From an optimization exercise on the open Yosys and OpenROAD flow, aimed at small area; shortcuts taken in it are not production practice.
Only simulation tests tie the RTL to the original design; equivalence was not proved.

==> flow/design.v (outline; a module is shown in full before it is edited, if it fits) <==
// module FIR_filter: 1550 lines
module FIR_filter(data_in,data_out,reset,CLK,music);
  // ...
==> flow/flow/run.sh <==
#!/bin/bash
# Standard ORFS synthesis, then a netlist pass that re-chooses the polarity
# of the full-adder cells (a full adder is self-dual) to drop the inverters
# Yosys' extract_fa leaves between adders, then the standard layout.
set -euo pipefail
W=$(pwd)
R=$W/orfs/results/$FLOW_PLATFORM/FIR_filter/base
bash standard.sh synth > $W/synth.log 2>&1
cp $R/1_2_yosys.v $W/1_2_yosys.std.v
python3 $W/flow/polar.py $W/1_2_yosys.std.v $W/1_2_yosys.pol.v > $W/polar.log 2>&1
cp $W/1_2_yosys.pol.v $R/1_2_yosys.v
rm -f $R/1_synth.odb $R/1_synth.sdc
export BUFFER_PORTS_ARGS="-buffer_cell sky130_fd_sc_hd__buf_1"
export CTS_ARGS="-sink_clustering_enable -repair_clock_nets -dont_use_dummy_load -buf_list sky130_fd_sc_hd__clkbuf_8 -sink_clustering_size 18 -sink_clustering_max_diameter 50"
bash standard.sh finish > $W/layout.log 2>&1
==> flow/flow/polar.py <==
#!/usr/bin/env python3
"""Re-choose the polarity of full-adder cells in a flat Yosys netlist.

A full adder is self-dual: FA(~a,~b,~c) = (~sum, ~cout).  Yosys' extract_fa
picks each adder's polarity locally, which leaves many inverters between
adders.  This script flips adders (inverting all three inputs and both
outputs) to minimise the number of inverters needed, then rewrites the
netlist with one shared inverter per signal that needs its complement.
The logic function of every net that is used by a non-adder cell, a
register or a port is unchanged.

usage: polar.py in.v out.v
"""
import re, sys, random, os

INV_TYPES = ('sky130_fd_sc_hd__inv_', 'sky130_fd_sc_hd__clkinv_')
FA_TYPE = 'sky130_fd_sc_hd__fa_'
OUT_PINS = {'X', 'Y', 'Q', 'Q_N', 'SUM', 'COUT', 'HI', 'LO'}

src = open(sys.argv[1]).read()
cell_re = re.compile(r'^(\s*)(sky130_fd_sc_hd__\w+)\s+(\\\S+\s|\S+)\s*\((.*?)\);\n', re.S | re.M)
pin_re = re.compile(r'\.(\w+)\(\s*(\\\S+\s|[^()\s]+)\s*\)')


def norm(n):
    return n.strip()


cells = []   # dict(type,name,pins{pin:net}, span)
for m in cell_re.finditer(src):
    pins = {p: norm(n) for p, n in pin_re.findall(m.group(4))}
    cells.append(dict(type=m.group(2), name=m.group(3).strip(), pins=pins, span=m.span(), indent=m.group(1)))

# ports
ports = set()
mod = re.search(r'module\s+\w+\s*\((.*?)\);', src, re.S)
decl = {}
for kind, rng, names in re.findall(r'^\s*(input|output)\s*(\[[^\]]*\])?\s*([^;]+);', src, re.M):
    for nm in names.split(','):
        nm = nm.strip()
        if rng:
            hi, lo = [int(x) for x in rng[1:-1].split(':')]
            for i in range(min(hi, lo), max(hi, lo) + 1):
                ports.add('%s[%d]' % (nm, i))
        ports.add(nm)

driver = {}
for c in cells:
    for p, n in c['pins'].items():
        if p in OUT_PINS:
            driver[n] = c

is_inv = lambda c: c['type'].startswith(INV_TYPES)
is_fa = lambda c: c['type'].startswith(FA_TYPE)


def root(n):
    par = 0
    seen = 0
    while n in driver and is_inv(driver[n]) and n not in ports:
        n = driver[n]['pins']['A']
        par ^= 1
        seen += 1
        if seen > 50: raise Exception('loop')
    return n, par


# inverters whose output is a port stay as they are (treated as ordinary cells)
removable = [c for c in cells if is_inv(c) and c['pins']['Y'] not in ports]
keep_cells = [c for c in cells if not (is_inv(c) and c['pins']['Y'] not in ports)]

fas = [c for c in keep_cells if is_fa(c)]
fa_idx = {id(c): i for i, c in enumerate(fas)}
# fixed FAs: drive a port directly
fixed = set()
for i, c in enumerate(fas):
    if c['pins']['SUM'] in ports or c['pins']['COUT'] in ports:
        fixed.add(i)

# consumers: (root, parity_needed_relative_to_root_value, fa_index or None, cell, pin)
uses = {}   # root -> list of (fa or -1, parity)
consumers = []
for c in keep_cells:
    for p, n in c['pins'].items():
        if p in OUT_PINS: continue
        if p == 'CLK' or p == 'RESET_B' or p == 'SET_B':
            r, par = root(n)
            consumers.append((c, p, r, par, -1))
            uses.setdefault(r, []).append((-1, par))
            continue
        r, par = root(n)
        f = fa_idx.get(id(c), -1)
        consumers.append((c, p, r, par, f))
        uses.setdefault(r, []).append((f, par))

drv_fa = {}
for i, c in enumerate(fas):
    drv_fa[c['pins']['SUM']] = i
    drv_fa[c['pins']['COUT']] = i

flip = [0] * len(fas)


def root_cost(r):
    d = drv_fa.get(r, -1)
    av = flip[d] if d >= 0 else 0
    for f, par in uses.get(r, []):
        need = par ^ (flip[f] if f >= 0 else 0)
        if need != av:
            return 1
    return 0


fa_roots = []
for i, c in enumerate(fas):
    rs = set()
    rs.add(c['pins']['SUM']); rs.add(c['pins']['COUT'])
    for p in ('A', 'B', 'CIN'):
        rs.add(root(c['pins'][p])[0])
    fa_roots.append(rs)


def total():
    return sum(root_cost(r) for r in uses)


before_inv = len(removable)
best = total()
import math
rng = random.Random(12345)
cur = best
best_flip = flip[:]
free = [i for i in range(len(fas)) if i not in fixed]
NIT = int(os.environ.get('POLAR_ITERS', '400000'))
T0 = 1.0
for it in range(NIT):
    T = T0 * (1 - it / NIT) + 0.01
    i = free[rng.randrange(len(free))]
    rs = fa_roots[i]
    c0 = sum(root_cost(r) for r in rs)
    flip[i] ^= 1
    c1 = sum(root_cost(r) for r in rs)
    d = c1 - c0
    if d <= 0 or rng.random() < math.exp(-d / T):
        cur += d
        if cur < best:
            best = cur
            best_flip = flip[:]
    else:
        flip[i] ^= 1
flip[:] = best_flip
# final greedy polish
improved = True
while improved:
    improved = False
    for i in free:
        rs = fa_roots[i]
        c0 = sum(root_cost(r) for r in rs)
        flip[i] ^= 1
        c1 = sum(root_cost(r) for r in rs)
        if c1 < c0: improved = True
        else: flip[i] ^= 1
after = total()

# rewrite
inv_net = {}
new_cells = []
ninv = 0


def inv_of(r):
    global ninv
    if r not in inv_net:
        ninv += 1
        nm = 'pol_n%d' % ninv
        inv_net[r] = nm
        new_cells.append('  sky130_fd_sc_hd__inv_1 pol_i%d (\n    .A(%s),\n    .Y(%s)\n  );\n' % (ninv, esc(r), nm))
    return inv_net[r]


def esc(n):
    return n + ' ' if n.startswith('\\') else n


newpins = {}
for (c, p, r, par, f) in consumers:
    d = drv_fa.get(r, -1)
    av = flip[d] if d >= 0 else 0
    need = par ^ (flip[f] if f >= 0 else 0)
    newpins[(id(c), p)] = r if need == av else inv_of(r)

out = []
pos = 0
for c in cells:
    s, e = c['span']
    out.append(src[pos:s])
    pos = e
    if is_inv(c) and c['pins']['Y'] not in ports:
        continue
    pins = []
    for p, n in c['pins'].items():
        if (id(c), p) in newpins:
            n = newpins[(id(c), p)]
        pins.append('    .%s(%s)' % (p, esc(n)))
    out.append('%s%s %s (\n%s\n  );\n' % (c['indent'], c['type'], esc(c['name']), ',\n'.join(pins)))
tail = src[pos:]
i = tail.rfind('endmodule')
decls = ''.join('  wire %s;\n' % nm for nm in inv_net.values())
out.append(tail[:i] + decls + ''.join(new_cells) + tail[i:])
open(sys.argv[2], 'w').write(''.join(out))
print('fa %d fixed %d; inverters %d -> %d (model %d -> %d)' % (len(fas), len(fixed), before_inv, ninv, best, after))
==> flow/standard.sh <==
#!/bin/bash
# synth_recipe.tcl (not shown) runs the flow's synth.tcl, then flattens the netlist and writes it again
# the make line also repeats each setting of config.mk as NAME=value (left out here)
make -C /OpenROAD-flow-scripts/flow DESIGN_CONFIG=/design/flow/config.mk WORK_HOME=/design/flow/orfs CLKGATE_MAP_FILE= SYNTH_SCRIPT=/design/flow/synth_recipe.tcl "${@:-finish}"
==> flow/config.mk <==
export PLATFORM = sky130hd
export DESIGN_NAME = FIR_filter
export DESIGN_NICKNAME = FIR_filter
export VERILOG_FILES = /design/flow/design.v
export SDC_FILE = /design/flow/constraint.sdc
export NUM_CORES = 4
export LEC_CHECK = 0
export CAP_MARGIN = 20
export CORE_MARGIN = 2
export CORE_UTILIZATION = 65
export CTS_BUF_LIST = sky130_fd_sc_hd__clkbuf_8
export CTS_CLUSTER_DIAMETER = 50
export CTS_CLUSTER_SIZE = 18
export SLEW_MARGIN = 20
==> flow/constraint.sdc <==
create_clock -name core_clock -period 8.0 [get_ports {CLK}]
set_input_delay 1.6000 -clock core_clock [delete_from_list [all_inputs] [get_ports {CLK}]]
set_output_delay 1.6000 -clock core_clock [all_outputs]
set_load 0.01 [all_outputs]
==> metrics.yaml, run 1 <==
hp-start: "r1[15]"
clkTransAtPathRegs_ns: 0.08
worstReg2RegEnd: "cs[10]"
crit_buf_inv: 0
grt_antenna_before_repair: 0
crit_slowest_cell: "fa_1"
wl_met3_mm: 1.96
antenna_cells: 0
seq_cells: 352
status: "timing/DRC/antenna clean"
drc: 0
place_congestion: 0.900
area_delta_synth_final_pct: 5.30
buffers: 67
maxCapViolCount: 0
pre_cts_ws_ns: 0.198
top_layer: "met4"
dominant_cells: "multi-input gates"
grtUsageMet2_pct: 44.6
drtIter0Drc: 597
largest_reg_flops: 48
hpwlAfterDp_mm: 38.5
regToRegSetupSlack_ns: 0.24
synth_fp_nets: 1939
io_pins: 51
io_buffers: 49
dr.pass1.iters: 4
critPathMaxFanout: 3
start_util_pct: 65.9
rsz0062_at_grt: "no"
grt_max_degree: 178
placed_cell_area_sq_um: 23400
period_needed_ns: 7.76
clkSinkCount: 352
==> inputs of run 2 (changes only) <==
--- a/flow/flow/run.sh
+++ b/flow/flow/run.sh
@@ -11,5 +11,5 @@
 cp $W/1_2_yosys.pol.v $R/1_2_yosys.v
 rm -f $R/1_synth.odb $R/1_synth.sdc
 export BUFFER_PORTS_ARGS="-buffer_cell sky130_fd_sc_hd__buf_1"
-export CTS_ARGS="-sink_clustering_enable -repair_clock_nets -dont_use_dummy_load -buf_list sky130_fd_sc_hd__clkbuf_8 -sink_clustering_size 18 -sink_clustering_max_diameter 50"
+export CTS_ARGS="-sink_clustering_enable -repair_clock_nets -dont_use_dummy_load -buf_list sky130_fd_sc_hd__clkbuf_16 -sink_clustering_size 30 -sink_clustering_max_diameter 50"
 bash standard.sh finish > $W/layout.log 2>&1
==> run 2 against run 1 <==
  * Highest routed layer unchanged
  * Sequential cell count did not move
  * Worst setup slack got worse by 0.043 ns
  * Hold slack improved by 0.0013 ns
  * Synthesized cell count did not move
==> metrics.yaml, run 2 <==
status: "timing/DRC/antenna clean"
grt_busiest_layer: "met2"
critPathMaxFanout: 3  # unchanged
min_path_type: "reg -> reg"
clkSinkCount: 352  # unchanged
die_y_um: 191
grt_max_degree: 178  # unchanged
crit_slowest_cell: "fa_1"
drt_wl_total_mm: 44.4
clockBufferDepth: 3
grt_pass1_wl_mm: 70.2
netlist_area_sq_um: 22700
min_period_over_period_pct: 97.6
regToRegSetupSlack_ns: 0.20  # -0.04 ns
drtIter0Drc: 549  # -8.0%
holdPathEnd: "r2[15]"
io_buffers: 49  # unchanged
num_vias: 9701
dr.pass1.iters: 5  # +1
final_cell_mix: "fa_1 (592), dfrtp_1 (352), inv_1 (187), ha_1 (65), buf_1 (48)"
path_common_cell: "fa_1"
crit_arrival_ns: 8.24
regMostFlops: "cs"
grt.met1_usage_pct: 40.0
nets: 2011
htreeDepth: 2
clkTransAtPathRegs_ns: 0.08  # about the same
fmax_ghz: 0.128
wl_per_cell_um: 24.8
grt.met3_usage_pct: 4.93
fill_cells: 2322
fp.dieW_um: 191
slowest_delay_ns: 0.71
largest_reg_flops: 48  # unchanged
crit_path_cell_trace: "ha_1, fa_1, fa_1, fa_1, fa_1, fa_1, fa_1, fa_1, fa_1, fa_1, fa_1, fa_1, fa_1, fa_1, ha_1, fa_1"
grtUsageMet2_pct: 45.1  # +0.52 points
hp-start: "r1[15]"
rows: 68
drc: 0  # unchanged
grtUsageTotal_pct: 27.8
antenna_cells: 0  # unchanged
place_congestion: 0.900  # unchanged
utilization_pct: 70.4
worstReg2RegEnd: "cs[10]"
endpoint_kind: "register"
gr-total-overflow: 0
maxCapViolCount: 0  # unchanged
grt_antenna_before_repair: 0  # unchanged
worst_slew_margin_rel_pct: 32.6
period_needed_ns: 7.80  # +0.0428 ns
io_pins: 51  # unchanged
grt_pass1_vias: 12157
viasPerCell: 5.43
cts_hold_buf: 0
ant_nets: 0
setup_viol: 0
cts_root_buf: "clkbuf_16"
die_area_sq_um: 36400
area_delta_synth_final_pct: 6.84
synthesis.instances: 1263
fin_skew_ns: 0.0544
worstSetupStartpointType: "register"
cts_setup_buffers: 0
coreArea_sq_um: 34500
timing.setup.tns_ns: 0
rsz0062_at_grt: "no"
yosys_warnings: 1
cts_tree: "yes"
reg2reg_depth: 16
required_ns: 8.43
min_delay_path_depth: 0
hpwlAfterDp_mm: 38.5  # unchanged
insertion_delay_ns: 0.56
start_util_pct: 65.9  # unchanged
cts_buffers: 35
worstMarginPinSlew_ns: 1.01
avgSynthCellArea_sq_um: 18.0
layout.cells.most_common: "fa_1"
rr_startpoint: "r5[0]"
crit_type: "reg -> reg"
cts_resized: 0
synth_fp_nets: 1939  # unchanged
slew_viol_final: 0
hold_viol: 0
drive_gt1_share_pct: 4.43
## run 2: cell types whose count changed in the layout (fill, tap and decap cells not counted)
cell       before  now
clkbuf_16       0   35
clkbuf_8       38    0
fa_2            1    0
fa_1          591  592
## run 2: cell type report
class                   count  area, sq um  share of cell area (%)
repair buffers             67          348                    1.43
clock buffers              35          876                    3.61
inverters                 187          702                    2.89
flip-flops and latches    352         8810                    36.3
well taps                 455          569                    2.35
multi-input cells         692        13000                    53.4
## run 2: worst max-delay path by stage
stage / start / end / cells after the start
4_1_cts: r5[0] / cs[10] / 16
6_report: r5[0] / cs[10] / 16
3_3_place_gp: r5[0] / cs[10] / 16
5_1_grt: r5[0] / cs[10] / 16
3_5_place_dp: r5[0] / cs[10] / 16
2_1_floorplan: r9[8] / cs[22] / 15
## run 2: per-stage QoR
stage	hold WS, ns	setup slack (ns)	instance area (sq um)	std cells
2_1_floorplan	0.331	0.613	22700	1263
3_3_place_gp	0.332	0.255	23400	1753
3_5_place_dp	0.335	0.198	23400	1753
4_1_cts	0.335	0.170	24300	1788
5_1_grt	0.354	0.0157	24300	1788
6_report	0.331	0.196	24300	1788
## run 2: critical path: cells and delay by family (launching register included)
family	cells	cell delay, ns
flip-flops	1	0.39
adder cells (fa/ha/maj)	16	7.29
## run 2: routing by layer
metal,vias to the layer above,wire length (um),part of all wire [%]
met3,75,2160,4.9
li1,3830,-,-
met1,5576,17800,40
met2,220,23200,52
met5,-,0,0
met4,0,1260,2.8
==> inputs of run 3 (changes only) <==
--- a/flow/flow/run.sh
+++ b/flow/flow/run.sh
@@ -11,5 +11,5 @@
 cp $W/1_2_yosys.pol.v $R/1_2_yosys.v
 rm -f $R/1_synth.odb $R/1_synth.sdc
 export BUFFER_PORTS_ARGS="-buffer_cell sky130_fd_sc_hd__buf_1"
-export CTS_ARGS="-sink_clustering_enable -repair_clock_nets -dont_use_dummy_load -buf_list sky130_fd_sc_hd__clkbuf_16 -sink_clustering_size 30 -sink_clustering_max_diameter 50"
+export CTS_ARGS="-sink_clustering_enable -repair_clock_nets -dont_use_dummy_load -buf_list {sky130_fd_sc_hd__clkbuf_4 sky130_fd_sc_hd__clkbuf_8} -sink_clustering_size 12 -sink_clustering_max_diameter 40"
 bash standard.sh finish > $W/layout.log 2>&1
==> run 3 against run 2 <==
  * Critical path depth stayed put
  * Global-route usage is 0.070 points lower
  * Hold slack better by 0.0056 ns
  * Synthesized cell count stayed put
  * First-iteration DRC count is 4.7% higher
  * Critical endpoint unchanged
  * Sequential share of layout area is 0.36 points higher
==> metrics.yaml, run 3 <==
status: "timing/DRC/antenna clean"
dr.pass1.iters: 5  # unchanged
yosys_warnings: 1  # unchanged
ant_nets: 0  # unchanged
regMostFlops: "cs"
die_area_sq_um: 36400  # unchanged
path_common_cell: "fa_1"
fin_skew_ns: 0.0563  # +0.00189 ns
min_path_type: "reg -> reg"
utilization_pct: 69.7  # -0.69 points
endpoint_kind: "register"
crit_arrival_ns: 8.26  # +0.02 ns
required_ns: 8.48  # +0.05 ns
crit_type: "reg -> reg"
synthesis.instances: 1263  # unchanged
antenna_cells: 0  # unchanged
multi_input_area_sq_um: 13000  # about the same
cts_root_buf: "clkbuf_8"
fill_cells: 2353  # +1.3%
die_y_um: 191  # unchanged
insertion_delay_ns: 0.61  # +0.05 ns
cts_hold_buf: 0  # unchanged
slew_viol_final: 0  # unchanged
clockBufferDepth: 3  # unchanged
min_period_over_period_pct: 97.3  # -0.29 points
clkSinkCount: 352  # unchanged
drtIter0Drc: 575  # +4.7%
gr-total-overflow: 0  # unchanged
crit_path_cell_trace: "ha_1, fa_1, fa_1, fa_1, fa_1, fa_1, fa_1, fa_1, fa_1, fa_1, fa_1, fa_1, fa_1, fa_1, ha_1, fa_1"
io_buffers: 49  # unchanged
drive_gt1_share_pct: 5.36  # +0.93 points
cts_buffers: 46  # +31%
grt_max_degree: 178  # unchanged
crit_slowest_cell: "fa_1"
dpl.cell_count: 1753  # unchanged
hpwlAfterDp_mm: 38.5  # unchanged
maxCapViolCount: 0  # unchanged
fmax_ghz: 0.129  # +0.30%
timing.setup.tns_ns: 0  # unchanged
clkTransAtPathRegs_ns: 0.07  # about the same
worstSetupStartpointType: "register"
htreeDepth: 2  # unchanged
fp.dieW_um: 191  # unchanged
crit_family: "adder cells"
largest_reg_flops: 48  # unchanged
avgSynthCellArea_sq_um: 18.0  # unchanged
worstMarginPinSlew_ns: 0.997  # -0.0139 ns
viasPerCell: 5.39  # -0.74%
layout.area.seq_sq_um: 8810  # unchanged
rsz0062_at_grt: "no"
num_vias: 9688  # -0.13%
hold_viol: 0  # unchanged
drt_wl_total_mm: 44.3  # -0.27%
grt_antenna_before_repair: 0  # unchanged
area_delta_synth_final_pct: 5.79
layout.cells.most_common: "fa_1"
period_needed_ns: 7.78  # -0.0233 ns
drc: 0  # unchanged
io_pins: 51  # unchanged
cts_tree: "yes"
final_cell_mix: "fa_1 (590), dfrtp_1 (352), inv_1 (187), ha_1 (65), buf_1 (48)"
layout.cells.non_filler: 1799  # +0.62%
grt_pass1_vias: 12183  # +0.21%
start_util_pct: 65.9  # unchanged
setup_viol: 0  # unchanged
netlist_area_sq_um: 22700  # unchanged
rows: 68  # unchanged
coreArea_sq_um: 34500  # unchanged
grt_pass1_wl_mm: 70.0  # -0.24%
wl_per_cell_um: 24.6  # -0.88%
worst_slew_margin_rel_pct: 33.5  # +0.93 points
synth_fp_nets: 1939  # unchanged
crit_buf_inv: 0  # unchanged
slowest_delay_ns: 0.71  # about the same
place_congestion: 0.900  # unchanged
critPathMaxFanout: 3  # unchanged
grtUsageTotal_pct: 27.7  # -0.070 points
nets: 2022  # +0.55%
[run 3: layout make-up]
class	count	area share, %
repair buffers	67	1.45
well taps	455	2.37
multi-input cells	692	53.9
clock buffers	46	2.64
inverters	187	2.92
flip-flops and latches	352	36.7
[run 3: metrics by stage]
step                cell area [sq um]  setup WS (ns)  hold WS [ns]
floorplan                       22700          0.613         0.331
global placement                23400          0.255         0.332
detailed placement              23400          0.198         0.335
CTS                             24000          0.158         0.329
global route                    24000         0.0214         0.342
finish                          24000          0.219         0.336
[run 3: path summary, 6_finish.rpt]
path / from / to / slack, ns / cells past startpoint
min in group asynchronous: reset / r0[5] / 0.84 / 1
min: r1[14] / r2[14] / 0.34 / 0
max reg2reg: r16[0] / cs[10] / 0.22 / 16
min reg2reg: r1[14] / r2[14] / 0.34 / 0
max in group asynchronous: reset / r18[14] / 5.96 / 2
max: r16[0] / cs[10] / 0.22 / 16
[run 3: repair_timing]
action                                  in CTS  in global routing
resized for setup                            0                  2
buffers inserted                             0                  0
hold endpoints to repair                     0                  0
endpoints found under the setup margin       0                  2
[run 3: routing by layer]
layer / vias up / wire length, um / global-route usage (%)
met3: 73 / 2060 / 4.91
met4: 0 / 1180 / 7.84
met2: 205 / 23100 / 45.0
li1: 3846 / - / -
met5: - / 0 / 0
met1: 5564 / 18000 / 39.9
==> inputs of run 4 (changes only) <==
--- a/flow/flow/run.sh
+++ b/flow/flow/run.sh
@@ -11,5 +11,5 @@
 cp $W/1_2_yosys.pol.v $R/1_2_yosys.v
 rm -f $R/1_synth.odb $R/1_synth.sdc
 export BUFFER_PORTS_ARGS="-buffer_cell sky130_fd_sc_hd__buf_1"
-export CTS_ARGS="-sink_clustering_enable -repair_clock_nets -dont_use_dummy_load -buf_list {sky130_fd_sc_hd__clkbuf_4 sky130_fd_sc_hd__clkbuf_8} -sink_clustering_size 12 -sink_clustering_max_diameter 40"
+export CTS_ARGS="-sink_clustering_enable -repair_clock_nets -dont_use_dummy_load -buf_list sky130_fd_sc_hd__clkbuf_8 -sink_clustering_size 18 -sink_clustering_max_diameter 80"
 bash standard.sh finish > $W/layout.log 2>&1
==> run 4 against run 3 <==
  * Still clean
  * Synthesized area did not move
  * Sequential cell count unchanged
  * Final cell count is 1.2% lower
  * Cell area shrank 1.2%
  * Non-clock buffer count did not move
  * Hold slack got worse by 0.030 ns
  * Die area unchanged
  * Wire length down 1.2%
  * Largest cell class unchanged
==> metrics.yaml, run 4 <==
status: "timing/DRC/antenna clean"
clkTransAtPathRegs_ns: 0.11  # +0.04 ns
gr-total-overflow: 0  # unchanged
slew_viol_final: 0  # unchanged
final_cell_mix: "fa_1 (592), dfrtp_1 (352), inv_1 (187), ha_1 (65), buf_1 (48)"
maxCapViolCount: 0  # unchanged
synthesis.instances: 1263  # unchanged
dr.pass1.iters: 4  # -1
coreArea_sq_um: 34500  # unchanged
hpwlAfterDp_mm: 38.5  # unchanged
grtUsageTotal_pct: 27.1  # -0.57 points
die_area_sq_um: 36400  # unchanged
avgSynthCellArea_sq_um: 18.0  # unchanged
cts_buffers: 25  # -46%
fin_skew_ns: 0.0425  # -0.0138 ns
antenna_cells: 0  # unchanged
timing.setup.tns_ns: 0  # unchanged
synth_fp_nets: 1939  # unchanged
largest_reg_flops: 48  # unchanged
rows: 68  # unchanged
clockBufferDepth: 3  # unchanged
regMostFlops: "cs"
dpl.cell_count: 1753  # unchanged
hold_viol: 0  # unchanged
drt_wl_total_mm: 43.8  # -1.2%
crit_type: "reg -> reg"
min_period_over_period_pct: 97.3  # about the same
worstSetupStartpointType: "register"
viasPerCell: 5.38  # -0.17%
cts_root_buf: "clkbuf_8"
critPathMaxFanout: 3  # unchanged
fill_cells: 2371  # +0.76%
yosys_warnings: 1  # unchanged
endpoint_kind: "register"
insertion_delay_ns: 0.63  # +0.02 ns
nets: 2001  # -1.0%
grt_pass1_wl_mm: 69.1  # -1.3%
layout.cells.non_filler: 1778  # -1.2%
io_buffers: 49  # unchanged
rsz0062_at_grt: "no"
io_pins: 51  # unchanged
ant_nets: 0  # unchanged
grt_pass1_vias: 11985  # -1.6%
period_needed_ns: 7.78  # +0.00120 ns
wl_per_cell_um: 24.6  # about the same
place_congestion: 0.900  # unchanged
cts_setup_buffers: 0  # unchanged
worst_slew_margin_rel_pct: 32.2  # -1.3 points
netlist_area_sq_um: 22700  # unchanged
cts_resized: 0  # unchanged
num_vias: 9559  # -1.3%
required_ns: 8.50  # +0.02 ns
grt_antenna_before_repair: 0  # unchanged
cts_tree: "yes"
htreeDepth: 1  # -1
min_path_type: "reg -> reg"
drive_gt1_share_pct: 3.70  # -1.7 points
clkSinkCount: 352  # unchanged
layout.cells.most_common: "fa_1"
worstMarginPinSlew_ns: 1.02  # +0.0196 ns
drc: 0  # unchanged
fmax_ghz: 0.128  # about the same
start_util_pct: 65.9  # unchanged
drtIter0Drc: 563  # -2.1%
crit_arrival_ns: 8.28  # +0.02 ns
die_y_um: 191  # unchanged
cts_hold_buf: 0  # unchanged
setup_viol: 0  # unchanged
fp.dieW_um: 191  # unchanged
area_delta_synth_final_pct: 4.50
grt_max_degree: 178  # unchanged
-- run 4: metrics by stage --
| stage | area (sq um) | setup slack, ns | util (%) | hold slack, ns |
|---|---|---|---|---|
| 6_report | 23700 | 0.218 | 68.8 | 0.306 |
| 5_1_grt | 23700 | 0.00778 | 68.8 | 0.302 |
| 4_1_cts | 23700 | 0.178 | 68.8 | 0.303 |
| 3_5_place_dp | 23400 | 0.198 | 67.8 | 0.335 |
| 3_3_place_gp | 23400 | 0.255 | 67.8 | 0.332 |
| 2_1_floorplan | 22700 | 0.613 | - | 0.331 |
-- run 4: routing by layer --
| metal | routed length [um] | track usage (%) | vias to the layer above |
|---|---|---|---|
| met2 | 23000 | 44.7 | 170 |
| met5 | 0 | 0 | - |
| li1 | - | - | 3800 |
| met1 | 17900 | 39.9 | 5528 |
| met3 | 1640 | 3.31 | 61 |
| met4 | 1270 | 7.01 | 0 |
-- run 4: final timing paths --
path | from | slack, ns | cells past startpoint | endpoint
min in group asynchronous | reset | 0.83 | 1 | r3[7]
hold reg to reg | r2[15] | 0.31 | 0 | r3[15]
hold / removal | r2[15] | 0.31 | 0 | r3[15]
max in group asynchronous | reset | 5.97 | 2 | r18[9]
setup reg to reg | r5[0] | 0.22 | 16 | cs[10]
setup / recovery | r5[0] | 0.22 | 16 | cs[10]
-- run 4: layout make-up --
cell class / instances / area [sq um] / share of cell area [%]
Clock buffer: 25 / 344 / 1.45
Inverter: 187 / 702 / 2.96
Multi-Input combinational cell: 692 / 13000 / 54.6
Sequential cell: 352 / 8810 / 37.1
Tap cell: 455 / 569 / 2.40
Timing Repair Buffer: 67 / 348 / 1.47
-- run 4: worst max-delay path, stage by stage, from the launching register on --
cell and delay [ns]:
dfrtp_1 0.40, ha_1 0.21, fa_1 0.57, fa_1 0.45
fa_1 0.47, fa_1 0.49, fa_1 0.47, fa_1 0.48
fa_1 0.48, fa_1 0.46, fa_1 0.68, fa_1 0.49
fa_1 0.41, fa_1 0.52, fa_1 0.42, ha_1 0.22
fa_1 0.44
==> inputs of run 5 (changes only) <==
--- a/flow/flow/run.sh
+++ b/flow/flow/run.sh
@@ -11,5 +11,5 @@
 cp $W/1_2_yosys.pol.v $R/1_2_yosys.v
 rm -f $R/1_synth.odb $R/1_synth.sdc
 export BUFFER_PORTS_ARGS="-buffer_cell sky130_fd_sc_hd__buf_1"
-export CTS_ARGS="-sink_clustering_enable -repair_clock_nets -dont_use_dummy_load -buf_list sky130_fd_sc_hd__clkbuf_8 -sink_clustering_size 18 -sink_clustering_max_diameter 80"
+export CTS_ARGS="-sink_clustering_enable -repair_clock_nets -dont_use_dummy_load -buf_list sky130_fd_sc_hd__clkbuf_8 -sink_clustering_size 20 -sink_clustering_max_diameter 70"
 bash standard.sh finish > $W/layout.log 2>&1
==> flow/config.mk (replaced) <==
export PLATFORM = sky130hd
export DESIGN_NAME = FIR_filter
export DESIGN_NICKNAME = FIR_filter
export VERILOG_FILES = /design/flow/design.v
export SDC_FILE = /design/flow/constraint.sdc
export NUM_CORES = 4
export LEC_CHECK = 0
export ABC_AREA = 1
export CAP_MARGIN = 20
export CORE_MARGIN = 2
export CORE_UTILIZATION = 65
export SLEW_MARGIN = 20
==> run 5 against run 4 <==
  * First-iteration DRC count decreased by 18%
  * Die area rose by 0.23%
  * Critical endpoint unchanged
  * Global-route usage grew 0.17 points
  * Critical path type unchanged
  * Highest routed layer is now met5
  * Still clean on timing, DRC and antenna
  * Non-clock buffer count shrank 2
  * Maximum frequency grew 0.30%
==> metrics.yaml, run 5 <==
nets: 2030  # +1.4%
pre_cts_ws_ns: 0.215  # +0.0173 ns
cts_buffers: 26  # +4.0%
setup_ws_ns: 0.241  # +0.0230 ns
die_y_um: 191  # +0.11%
fill_cells: 2374  # +0.13%
ant_nets: 0  # unchanged
hold_viol: 0  # unchanged
timing.setup.tns_ns: 0  # unchanged
insertion_delay_ns: 0.63  # about the same
hpwlAfterDp_mm: 38.8  # +0.76%
critPathMaxFanout: 3  # unchanged
fmax_ghz: 0.129  # +0.30%
drtIter0Drc: 464  # -18%
layout.cells.most_common: "fa_1"
coreArea_sq_um: 34500  # +0.25%
worst_slew_margin_rel_pct: 36.0  # +3.8 points
avgSynthCellArea_sq_um: 17.6  # -2.1%
cts_resized: 0  # unchanged
crit_type: "reg -> reg"
layout.area.seq_sq_um: 8810  # unchanged
wl_per_cell_um: 24.5  # -0.37%
drc: 0  # unchanged
worstSetupStartpointType: "register"
worstReg2RegEnd: "cs[10]"
final_cell_mix: "fa_1 (592), dfrtp_1 (352), inv_1 (197), ha_1 (65), buf_1 (48)"
clkSinkCount: 352  # unchanged
synthesis.instances: 1293  # +2.4%
crit_arrival_ns: 8.26  # -0.02 ns
viasPerCell: 5.36  # -0.24%
grtUsageTotal_pct: 27.3  # +0.17 points
fin_skew_ns: 0.0860  # +0.0435 ns
cts_setup_buffers: 0  # unchanged
num_vias: 9692  # +1.4%
htreeDepth: 1  # unchanged
dpl.cell_count: 1781  # +1.6%
status: "timing/DRC/antenna clean"
regToRegSetupSlack_ns: 0.24  # +0.02 ns
drive_gt1_share_pct: 3.48  # -0.23 points
netlist_area_sq_um: 22800  # +0.23%
gr-total-overflow: 0  # unchanged
cts_tree: "yes"
endpoint_kind: "register"
fp.dieW_um: 191  # +0.11%
period_needed_ns: 7.76  # -0.0230 ns
cts_root_buf: "clkbuf_8"
multi_input_area_sq_um: 13000  # +0.12%
grt_pass1_vias: 11938  # -0.39%
regMostFlops: "cs"
yosys_warnings: 1  # unchanged
clkTransAtPathRegs_ns: 0.11  # about the same
required_ns: 8.50  # about the same
holdPathEnd: "r18[11]"
drt_wl_total_mm: 44.3  # +1.3%
largest_reg_flops: 48  # unchanged
cts_hold_buf: 0  # unchanged
hp-start: "r17[11]"
rsz0062_at_grt: "no"
die_area_sq_um: 36500  # +0.23%
io_pins: 51  # unchanged
maxCapViolCount: 0  # unchanged
utilization_pct: 68.8  # about the same
min_path_type: "reg -> reg"
grt_max_degree: 168  # -5.6%
rows: 68  # unchanged
area_delta_synth_final_pct: 4.48  # about the same
clockBufferDepth: 3  # unchanged
worstMarginPinSlew_ns: 0.960  # -0.0566 ns
io_buffers: 49  # unchanged
min_delay_path_depth: 0  # unchanged
layout.cells.non_filler: 1807  # +1.6%
rr_startpoint: "r9[0]"
start_util_pct: 65.9  # about the same
grt_antenna_before_repair: 1  # +1
antenna_cells: 0  # unchanged
reg2reg_depth: 16  # unchanged
slew_viol_final: 0  # unchanged
place_congestion: 0.899  # -0.18%
synth_fp_nets: 1969  # +1.5%
setup_viol: 0  # unchanged
grt_pass1_wl_mm: 69.6  # +0.64%
min_period_over_period_pct: 97.0  # -0.29 points
dr.pass1.iters: 5  # +1
## run 5: stage by stage
step / hold WS [ns] / cell area (sq um)
2_1_floorplan: 0.331 / 22800
3_3_place_gp: 0.331 / 23400
3_5_place_dp: 0.335 / 23400
4_1_cts: 0.325 / 23800
5_1_grt: 0.324 / 23800
6_report: 0.324 / 23800
## run 5: how the worst max path moves through the flow
stage | from | to | slack [ns] | cells after the start
floorplan | r9[8] | cs[22] | 0.61 | 15
global placement | r5[0] | cs[10] | 0.25 | 16
detailed placement | r5[0] | cs[10] | 0.21 | 16
CTS | r9[0] | cs[10] | 0.20 | 16
global route | r10[8] | cs[26] | 0.03 | 16
finish | r9[0] | cs[10] | 0.24 | 16
## run 5: cell type report
cell class              count  area share [%]
well taps                 455            2.39
clock buffers              26            1.51
inverters                 197            3.11
multi-input cells         712            54.5
flip-flops and latches    352            37.1
repair buffers             65            1.40
## run 5: critical path, cell delays in order, from the launching register on
cell and delay (ns):
dfrtp_1 0.41, ha_1 0.22, fa_1 0.54, fa_1 0.46, fa_1 0.47, fa_1 0.48
fa_1 0.47, fa_1 0.48, fa_1 0.48, fa_1 0.46, fa_1 0.68, fa_1 0.48
fa_1 0.41, fa_1 0.52, fa_1 0.42, ha_1 0.22, fa_1 0.43
## run 5: per-layer routing
layer	track usage (%)	vias to the layer above	wire, um
met3	3.98	61	1890
li1	-	3879	-
met1	39.7	5552	18200
met4	6.54	4	999
met2	45.2	196	23200
met5	0	-	27
==> inputs of run 6 (changes only) <==
--- a/flow/config.mk
+++ b/flow/config.mk
@@ -5,8 +5,7 @@
 export SDC_FILE = /design/flow/constraint.sdc
 export NUM_CORES = 4
 export LEC_CHECK = 0
-export ABC_AREA = 1
 export CAP_MARGIN = 20
 export CORE_MARGIN = 2
-export CORE_UTILIZATION = 65
+export CORE_UTILIZATION = 70
 export SLEW_MARGIN = 20
==> run 6 against run 5 <==
  * Still clean
  * Critical path depth stayed put
  * Via count shrank 0.90%
  * Die area fell by 7.2%
  * Count of clock-buffer cells in the layout stayed put
  * Global-route usage rose by 1.7 points
  * Hold slack better by 0.029 ns
  * Critical path type unchanged
==> metrics.yaml, run 6 <==
status: "timing/DRC/antenna clean"
synth_fp_nets: 1939  # -1.5%
nets: 2001  # -1.4%
cts_buffers: 26  # unchanged
start_util_pct: 71.6  # +5.7 points
avgSynthCellArea_sq_um: 18.0  # +2.1%
fmax_ghz: 0.129  # -0.19%
wl_per_cell_um: 24.9  # +1.7%
ant_nets: 0  # unchanged
timing.setup.tns_ns: 0  # unchanged
gr-total-overflow: 0  # unchanged
synthesis.instances: 1263  # -2.3%
pre_cts_ws_ns: 0.173  # -0.0414 ns
crit_arrival_ns: 8.25  # about the same
io_pins: 51  # unchanged
yosys_warnings: 1  # unchanged
crit_path_cell_trace: "ha_1, fa_1, fa_1, fa_1, fa_1, fa_1, fa_1, fa_1, fa_1, fa_1, fa_1, fa_1, fa_1, fa_1, ha_1, fa_1"
hpwlAfterDp_mm: 37.8  # -2.5%
clockBufferDepth: 3  # unchanged
crit_buf_inv: 0  # unchanged
worstMarginPinSlew_ns: 0.827  # -0.133 ns
largest_reg_flops: 48  # unchanged
drc: 0  # unchanged
min_path_type: "reg -> reg"
clkTransAtPathRegs_ns: 0.11  # about the same
netlist_area_sq_um: 22700  # -0.23%
drive_gt1_share_pct: 3.93  # +0.45 points
crit_slowest_cell: "fa_1"
grtUsageTotal_pct: 29.0  # +1.7 points
io_buffers: 49  # unchanged
die_y_um: 184  # -3.7%
worstSetupStartpointType: "register"
min_period_over_period_pct: 97.2  # +0.19 points
rows: 65  # -4.4%
hold_viol: 0  # unchanged
insertion_delay_ns: 0.61  # -0.02 ns
final_cell_mix: "fa_1 (589), dfrtp_1 (352), inv_1 (187), ha_1 (65), buf_1 (48)"
die_area_sq_um: 33900  # -7.2%
layout.cells.most_common: "fa_1"
endpoint_kind: "register"
grt_pass1_vias: 12111  # +1.4%
coreArea_sq_um: 31700  # -8.2%
place_congestion: 0.919  # +2.2%
drtIter0Drc: 505  # +8.8%
setup_viol: 0  # unchanged
htreeDepth: 1  # unchanged
num_vias: 9605  # -0.90%
clkSinkCount: 352  # unchanged
crit_family: "adder cells"
regToRegSetupSlack_ns: 0.23  # about the same
fp.dieW_um: 184  # -3.7%
crit_type: "reg -> reg"
setup_ws_ns: 0.226  # -0.0148 ns
grt_pass1_wl_mm: 68.7  # -1.3%
viasPerCell: 5.57  # +3.8%
critPathMaxFanout: 3  # unchanged
cts_hold_buf: 0  # unchanged
grt_max_degree: 190  # +13%
required_ns: 8.48  # -0.02 ns
grt_antenna_before_repair: 0  # -1
path_common_cell: "fa_1"
rsz0062_at_grt: "no"
area_delta_synth_final_pct: 4.32
regMostFlops: "cs"
dr.pass1.iters: 5  # unchanged
drt_wl_total_mm: 43.0  # -2.9%
slew_viol_final: 0  # unchanged
worst_slew_margin_rel_pct: 44.9  # +8.9 points
cts_root_buf: "clkbuf_8"
cts_tree: "yes"
maxCapViolCount: 0  # unchanged
period_needed_ns: 7.77  # +0.0148 ns
fin_skew_ns: 0.0491  # -0.0369 ns
antenna_cells: 0  # unchanged
slowest_delay_ns: 0.70  # +0.02 ns
[run 6: routing by layer]
| metal | GRT usage (%) | routed length (um) | part of all wire, % | vias up |
|---|---|---|---|---|
| met5 | 0 | 0 | 0 | - |
| met2 | 48.0 | 22500 | 52 | 237 |
| met4 | 7.52 | 1300 | 3.0 | 0 |
| met1 | 42.2 | 17100 | 40 | 5496 |
| li1 | - | - | - | 3807 |
| met3 | 4.40 | 2080 | 4.8 | 65 |
[run 6: cell type report]
| cell class | instances | area (sq um) |
|---|---|---|
| clock buffer | 26 | 358 |
| fill | 1961 | 8040 |
| timing repair buffer | 66 | 352 |
| inverter | 187 | 702 |
| multi-input combinational | 692 | 13000 |
| tap | 402 | 503 |
| sequential | 352 | 8810 |
[run 6: stage by stage]
step | instances | hold WS, ns | instance area [sq um] | utilization, %
4_1_cts | 1724 | 0.360 | 23600 | 74.5
5_1_grt | 1725 | 0.365 | 23700 | 74.7
2_1_floorplan | 1263 | 0.331 | 22700 | -
3_3_place_gp | 1698 | 0.331 | 23300 | 73.4
3_5_place_dp | 1698 | 0.335 | 23300 | 73.4
6_report | 1725 | 0.353 | 23700 | 74.7
[run 6: timing repair]
item | 4_1_cts | 5_1_grt
setup endpoints to repair | 0 | 2
gates resized for setup | 0 | 3
setup buffers | 0 | 0
[run 6: final timing paths]
kind,from,endpoint,cells after the start
setup / recovery,r5[0],cs[10],16
hold / removal,r11[6],r12[6],0
setup reg to reg,r5[0],cs[10],16
hold reg to reg,r11[6],r12[6],0
max in group asynchronous,reset,r2[8],3
min in group asynchronous,reset,r1[7],1
==> inputs of run 7 (changes only) <==
--- a/flow/config.mk
+++ b/flow/config.mk
@@ -7,5 +7,8 @@
 export LEC_CHECK = 0
 export CAP_MARGIN = 20
 export CORE_MARGIN = 2
-export CORE_UTILIZATION = 70
+export CORE_UTILIZATION = 65
+export CTS_BUF_LIST = sky130_fd_sc_hd__clkbuf_8
+export CTS_CLUSTER_DIAMETER = 50
+export CTS_CLUSTER_SIZE = 18
 export SLEW_MARGIN = 20
==> run 7 against run 6 <==
  * Still clean
  * Global-route usage decreased by 1.8 points
  * Synthesized cell count unchanged
  * Clock skew increased by 0.036 ns
  * Count of clock-buffer cells in the layout increased by 1
  * Final cell count increased by 3.2%
  * Die area increased by 7.5%
  * Via count decreased by 0.61%
  * Critical path type unchanged
  * Critical endpoint is now cs[26]
==> metrics.yaml, run 7 <==
cts_hold_buf: 0  # unchanged
endpoint_kind: "register"
min_path_type: "reg -> reg"
fmax_ghz: 0.128  # -0.18%
crit_type: "reg -> reg"
synthesis.instances: 1263  # unchanged
clockBufferDepth: 3  # unchanged
grt_max_degree: 178  # -6.3%
dr.pass1.iters: 4  # -1
die_area_sq_um: 36400  # +7.5%
worstMarginPinSlew_ns: 0.985  # +0.158 ns
coreArea_sq_um: 34500  # +8.6%
rsz0062_at_grt: "no"
ant_nets: 0  # unchanged
placed_cell_area_sq_um: 23400  # +0.40%
viasPerCell: 5.36  # -3.7%
period_needed_ns: 7.79  # +0.0139 ns
fin_skew_ns: 0.0853  # +0.0362 ns
cts_root_buf: "clkbuf_8"
largest_reg_flops: 48  # unchanged
cts_buffers: 27  # +3.8%
min_period_over_period_pct: 97.4  # +0.17 points
yosys_warnings: 1  # unchanged
hold_viol: 0  # unchanged
setup_viol: 0  # unchanged
finish.instance_area_sq_um: 23800  # +0.31%
place_congestion: 0.900  # -2.0%
slew_viol_final: 0  # unchanged
start_util_pct: 65.9  # -5.7 points
num_vias: 9546  # -0.61%
fp.dieW_um: 191  # +3.7%
drive_gt1_share_pct: 4.00  # +0.070 points
htreeDepth: 1  # unchanged
worst_slew_margin_rel_pct: 34.4  # -11 points
avgSynthCellArea_sq_um: 18.0  # unchanged
timing.setup.tns_ns: 0  # unchanged
gr-total-overflow: 0  # unchanged
grt_antenna_before_repair: 0  # unchanged
layout.cells.most_common: "fa_1"
worstSetupStartpointType: "register"
grt_pass1_wl_mm: 69.2  # +0.80%
die_y_um: 191  # +3.7%
antenna_cells: 0  # unchanged
io_pins: 51  # unchanged
regMostFlops: "cs"
area_delta_synth_final_pct: 4.64
crit_arrival_ns: 8.26  # about the same
maxCapViolCount: 0  # unchanged
cts_setup_buffers: 0  # unchanged
netlist_area_sq_um: 22700  # unchanged
cts_tree: "yes"
final_cell_mix: "fa_1 (590), dfrtp_1 (352), inv_1 (187), ha_1 (65), buf_1 (48)"
wl_per_cell_um: 24.7  # -0.99%
synth_fp_nets: 1939  # unchanged
nets: 2003  # +0.10%
cts_resized: 0  # unchanged
grtUsageTotal_pct: 27.2  # -1.8 points
drtIter0Drc: 547  # +8.3%
hpwlAfterDp_mm: 38.5  # +1.8%
grt_pass1_vias: 12014  # -0.80%
io_buffers: 49  # unchanged
critPathMaxFanout: 3  # unchanged
required_ns: 8.47  # about the same
drt_wl_total_mm: 43.9  # +2.2%
insertion_delay_ns: 0.65  # +0.04 ns
rows: 68  # +4.6%
regToRegSetupSlack_ns: 0.21  # about the same
clkTransAtPathRegs_ns: 0.11  # about the same
status: "timing/DRC/antenna clean"
drc: 0  # unchanged
clkSinkCount: 352  # unchanged
-- run 7: path summary, 6_finish.rpt --
check                       start      to  cells after the start
min in group asynchronous   reset   r2[7]                      1
max reg2reg                 r8[0]  cs[26]                     16
min reg2reg                r11[5]  r12[5]                      0
min                        r11[5]  r12[5]                      0
max in group asynchronous   reset  r11[5]                      2
max                         r8[0]  cs[26]                     16
-- run 7: critical path, stage by stage, from the launching register on --
cell and delay (ns):
dfrtp_1 0.42, ha_1 0.38, ha_1 0.41, inv_1 0.15, fa_1 0.45, fa_1 0.51, fa_1 0.48, fa_1 0.44
fa_1 0.47, fa_1 0.53, fa_1 0.46, fa_1 0.47, fa_1 0.47, fa_1 0.46, fa_1 0.51, fa_1 0.58
fa_1 0.42
-- run 7: routing by layer --
metal / vias to the layer above / part of all wire [%] / routed length, um / global-route usage, %
met4: 0 / 3.0 / 1310 / 7.10
li1: 3806 / - / - / -
met2: 175 / 52 / 22900 / 44.6
met3: 76 / 3.8 / 1650 / 3.59
met5: - / 0 / 0 / 0
met1: 5489 / 41 / 18100 / 39.8
-- run 7: stage by stage --
step / util (%) / hold WS (ns) / cells / setup slack (ns)
2_1_floorplan: - / 0.331 / 1263 / 0.613
3_3_place_gp: 67.8 / 0.332 / 1753 / 0.255
3_5_place_dp: 67.8 / 0.335 / 1753 / 0.198
4_1_cts: 68.9 / 0.354 / 1780 / 0.165
5_1_grt: 68.9 / 0.360 / 1780 / 0.0254
6_report: 68.9 / 0.338 / 1780 / 0.212
-- run 7: layout make-up --
class,count,area [sq um]
well taps,455,569
flip-flops and latches,352,8810
multi-input cells,692,13000
repair buffers,67,348
fillers,2379,10700
inverters,187,702
clock buffers,27,372

[separate check: timing with driven ports]
No port has a modelled driver above. Below, the same layouts with a new extraction and two added sets of constraints.
Step 1 assumes that a clkbuf_16 drives the clock port and a buf_2 every other input.
Step 2 moves the port delays by t, midway between the first and last clock arrival at a register: inputs arrive t later, outputs are due t later. That takes back most of the time a late clock gives input paths.
Three values: no drivers, after step 1, after step 2; two values: the first two.
| run | shift t [ns] | setup slack, ns | hold WS [ns] | worst setup path at the end | clock arrival spread, ns |
|---|---|---|---|---|---|
| run 1 | 0.645 | 0.238 / 0.238 / 0.238 | 0.329 / 0.329 / 0.329 | register to register | 0.068 / 0.068 |
| run 2 | 0.582 | 0.196 / 0.196 / 0.196 | 0.331 / 0.331 / 0.331 | register to register | 0.054 / 0.054 |
| run 3 | 0.641 | 0.219 / 0.219 / 0.219 | 0.336 / 0.336 / 0.336 | register to register | 0.075 / 0.075 |
| run 4 | 0.659 | 0.218 / 0.218 / 0.218 | 0.306 / 0.306 / 0.306 | register to register | 0.049 / 0.049 |
| run 5 | 0.638 | 0.241 / 0.241 / 0.241 | 0.324 / 0.324 / 0.324 | register to register | 0.096 / 0.096 |
| run 6 | 0.625 | 0.226 / 0.226 / 0.226 | 0.353 / 0.353 / 0.353 | register to register | 0.057 / 0.057 |
| run 7 | 0.653 | 0.212 / 0.212 / 0.212 | 0.338 / 0.338 / 0.338 | register to register | 0.085 / 0.086 |
After both steps setup and hold are still met in every run listed.
